Background: an optimization exercise with open tools, aiming at small area, a short achievable clock period and few clock cycles. Do not read the settings as production practice. In this exercise RTL edits were held to simulation tests only and were not proved equivalent to the original. Power and IR drop assume default switching activity.

Setup of run A:
// sparse_mac_top
module sparse_mac_top
#(
    parameter int NUM_DECODERS = 2,
    parameter int VALUE_W = 16,
    parameter int INDEX_W = 16,
    parameter int DECODER_FIFO_DEPTH = 16,
    parameter int ACCUM_W = 32
)
(
    input mac_clk,
    input mac_rst,
    input [NUM_DECODERS-1:0] sram_valid_i,
    output [NUM_DECODERS-1:0] sram_ready_o,
    input [NUM_DECODERS*(1+VALUE_W+INDEX_W)-1:0] sram_data_i,
    output mac_valid_o,
    output [ACCUM_W-1:0] mac_data_o
);
Size: about 180 flip-flops, roughly 16000 µm² of cells after synthesis.
export LEC_CHECK = 0
export CAP_MARGIN = 20
export CORE_MARGIN = 2
export CORE_UTILIZATION = 40
export CTS_BUF_LIST = sky130_fd_sc_hd__clkbuf_4 sky130_fd_sc_hd__clkbuf_8
export PLACE_DENSITY = 0.8
export SETUP_SLACK_MARGIN = 3.6
export SLEW_MARGIN = 20
export SYNTH_HIERARCHICAL = 1
create_clock -name core_clock -period 7.0 [get_ports {mac_clk}]
standard.sh (not shown) runs the stock make flow with config.mk's settings and CLKGATE_MAP_FILE= SYNTH_SCRIPT=/design/flow/synth_recipe.tcl, a recipe that flattens the netlist after the stock synthesis.
==> flow/flow/run.sh <==
#!/bin/bash
set -euo pipefail
export BUFFER_PORTS_ARGS="-buffer_cell sky130_fd_sc_hd__buf_2"
bash standard.sh finish > flow_make.log 2>&1
The flow did not stop early for run A: all stages ran, and the layout cleared the timing, DRC and antenna checks.
Testbench counts of run A, summed over its fixed seeds: cycles 7,526.
> inputs changed (run A -> run B)
Settings: PLACE_DENSITY: 0.8 -> unset.
==> flow/flow/run.sh <==
#!/bin/bash
set -euo pipefail
export BUFFER_PORTS_ARGS="-buffer_cell sky130_fd_sc_hd__buf_1"
bash standard.sh finish > flow_make.log 2>&1
Results
- Critical path depth: run B vs run A up 5
- In the metrics for run A and run B, the one carrying the lower detailed route wirelength on metal3 is run B.
- Cmp run A and run B / worst setup slack / higher: run B
- NOTE met1 routed wirelength after detailed routing run A->run B increased by a little under 10%
- The combined flip-flop and latch cell area of run B and that of run A are within noise of each other.
- Comparing run A and run B, count of vias placed by the detailed router is lower on run B.
- STATUS sum of internal, switching and leakage power: run B wins against run A
- The layout overhead on the synthesized area in run B sits 0.18 points below the value recorded for run A.
- Fraction of power spent switching nets, run A and run B: higher on run A
Modified inputs, run C compared to run B
Settings: swapping 40 for 55 in CORE_UTILIZATION.
==> flow/flow/run.sh <==
#!/bin/bash
set -euo pipefail
export BUFFER_PORTS_ARGS="-buffer_cell sky130_fd_sc_hd__buf_2"
bash standard.sh finish > flow_make.log 2>&1
==> comparison <==
Cmp run C and run B / post-placement cell count / higher: run B. Note that the core box area recorded for run B amounts to 1.4 times the value seen in run C. Number of resized instances in the post-cts repair step, run C and run B, higher one = run C. In run C, the non-filler instance count after layout came out about 6.5% below the value in run B. Between run B and run C, the internal power contribution figures differ only marginally. Comparing run C with run B, the sequential power came out essentially unchanged. In the reports for run C and run B, the smaller initial antenna violation count belongs to run B. Between run C and run B, the difference in via count is negligible. Compared to run B, run C has number of cells traversed by the worst register-to-register path 1 lower.
### run C -> run D
Settings: putting TNS_END_PERCENT at 0 where nothing was set; swapping 55 for 40 in CORE_UTILIZATION.
Results
The actual transition at the worst max-transition pin of run D is lower than that of run C. Worst setup slack down 0.086 ns in run D wrt run C. Changes observed in run D relative to run C: cell area now sits lower; via density per instance fell about 6%; hold slack roughly the same.
## Diff of input files: run E against run D
Settings: TNS_END_PERCENT no longer set, was 0.
==> summary.txt <==
Utilization run D -> run E: up. Diff run E and run D: number of filler cells placed in the layout lower in run E. Going from run D to run E, area of the placeable core barely changed, half-perimeter wire length of the detailed placement result dropped about 0.7%, clock share of power climbed 1.8 points.
Input changes introduced in run F (baseline for comparison: run E):
Settings: SETUP_SLACK_MARGIN: 3.6 -> 3.75; CTS_BUF_LIST: sky130_fd_sc_hd__clkbuf_4 sky130_fd_sc_hd__clkbuf_8 -> unset.
Side by side, detail-routed net length per standard cell turned out lower in run F than in run E.
Compare run F and run E | area added between synthesis and finish higher: run F
The endpoint of the most critical setup path comes out acc_c[16] in one run and diff[10] in the other, namely in run E and run F respectively.
Delta (run F minus run E): cell count rose by 46; cell area went up by 780 µm²; non-clock buffer count now larger.
Re antenna diode instance count: run F is 1 up on run E.
Going from run E to run F, the iteration count of the initial detailed-routing pass was found to have gone up by 1.

* * *

## old
Another version of the RTL of sparse_mac_top (not shown whole).
Size in the first run: roughly 180 flip-flops, roughly 110 I/O pins.
==> flow/config.mk <==
export PLATFORM = sky130hd
export DESIGN_NAME = sparse_mac_top
export DESIGN_NICKNAME = sparse_mac_top
export VERILOG_FILES = /design/flow/design.v
export SDC_FILE = /design/flow/constraint.sdc
export NUM_CORES = 4
export LEC_CHECK = 0
export CAP_MARGIN = 20
export CORE_MARGIN = 2
export CORE_UTILIZATION = 40
export CTS_BUF_LIST = sky130_fd_sc_hd__clkbuf_4 sky130_fd_sc_hd__clkbuf_8
export SETUP_SLACK_MARGIN = 3.9
export SLEW_MARGIN = 20
export SYNTH_HIERARCHICAL = 1
==> flow/constraint.sdc <==
create_clock -name core_clock -period 7.0 [get_ports {mac_clk}]
set_input_delay 1.4000 -clock core_clock [delete_from_list [all_inputs] [get_ports {mac_clk}]]
set_output_delay 1.4000 -clock core_clock [all_outputs]
set_load 0.01 [all_outputs]
==> flow/flow/run.sh <==
#!/bin/bash
set -euo pipefail
export BUFFER_PORTS_ARGS="-buffer_cell sky130_fd_sc_hd__buf_2"
bash standard.sh finish > flow_make.log 2>&1
old did not stop at any stage, and its layout met the timing, DRC and antenna checks.
Testbench counts of old, summed over its fixed seeds: cycles 7,526.
The inputs of new differ from those of old as listed below.
- a change of SETUP_SLACK_MARGIN from 3.9 to 4.05
new vs old: highest clock frequency the design can meet up in new
Across both runs, number of nets at the end of the flow was higher for new than for old.
Looking at worst setup path endpoint, the acc_c[16] result is from new; the diff[16] one comes from old.
Initial antenna violation count (new over old): increase, 1

-- afterwards: timing with drivers on the ports --
Ports are ideal in the flow. The routed layouts listed here were re-timed in OpenROAD.
Step 1 sets driving cells, clkbuf_16 on the clock port and buf_2 on the other inputs (assumed; they add their load-dependent delay and slew).
Step 2 adds t to the input delays and takes it off the output delays; t is the mean of the earliest and latest rising clock arrival at the registers after step 1. Input paths then give back, and output paths get back, about the clock's delay inside the block.
Slacks: ideal ports / drivers / drivers and shift; pairs: ideal ports / drivers.
run	t (ns)	slack for setup (ns)	hold WS [ns]	worst register clock-pin slew, ns	worst slew at a driven data input, ns
run A	0.534	3.618 / 3.618 / 3.117	0.358 / 0.358 / 0.358	0.12 / 0.12	0.09
run B	0.547	3.690 / 3.713 / 3.166	0.360 / 0.360 / 0.360	0.10 / 0.10	0.06
run C	0.562	3.679 / 3.681 / 3.148	0.364 / 0.364 / 0.364	0.11 / 0.11	0.08
run D	0.556	3.593 / 3.593 / 3.071	0.364 / 0.364 / 0.364	0.11 / 0.11	0.05
run E	0.528	3.663 / 3.663 / 3.213	0.377 / 0.377 / 0.377	0.11 / 0.11	0.05
run F	0.503	3.730 / 3.764 / 3.261	0.353 / 0.353 / 0.353	0.08 / 0.08	0.09
old	0.566	3.826 / 3.843 / 3.277	0.362 / 0.362 / 0.362	0.10 / 0.10	0.05
new	0.542	3.921 / 3.921 / 3.403	0.364 / 0.364 / 0.364	0.11 / 0.11	0.06
After both steps setup and hold are still met in every run listed. The setup slack of old, which loses most, moves by +0.017 ns with the drivers and by -0.549 ns with both steps.
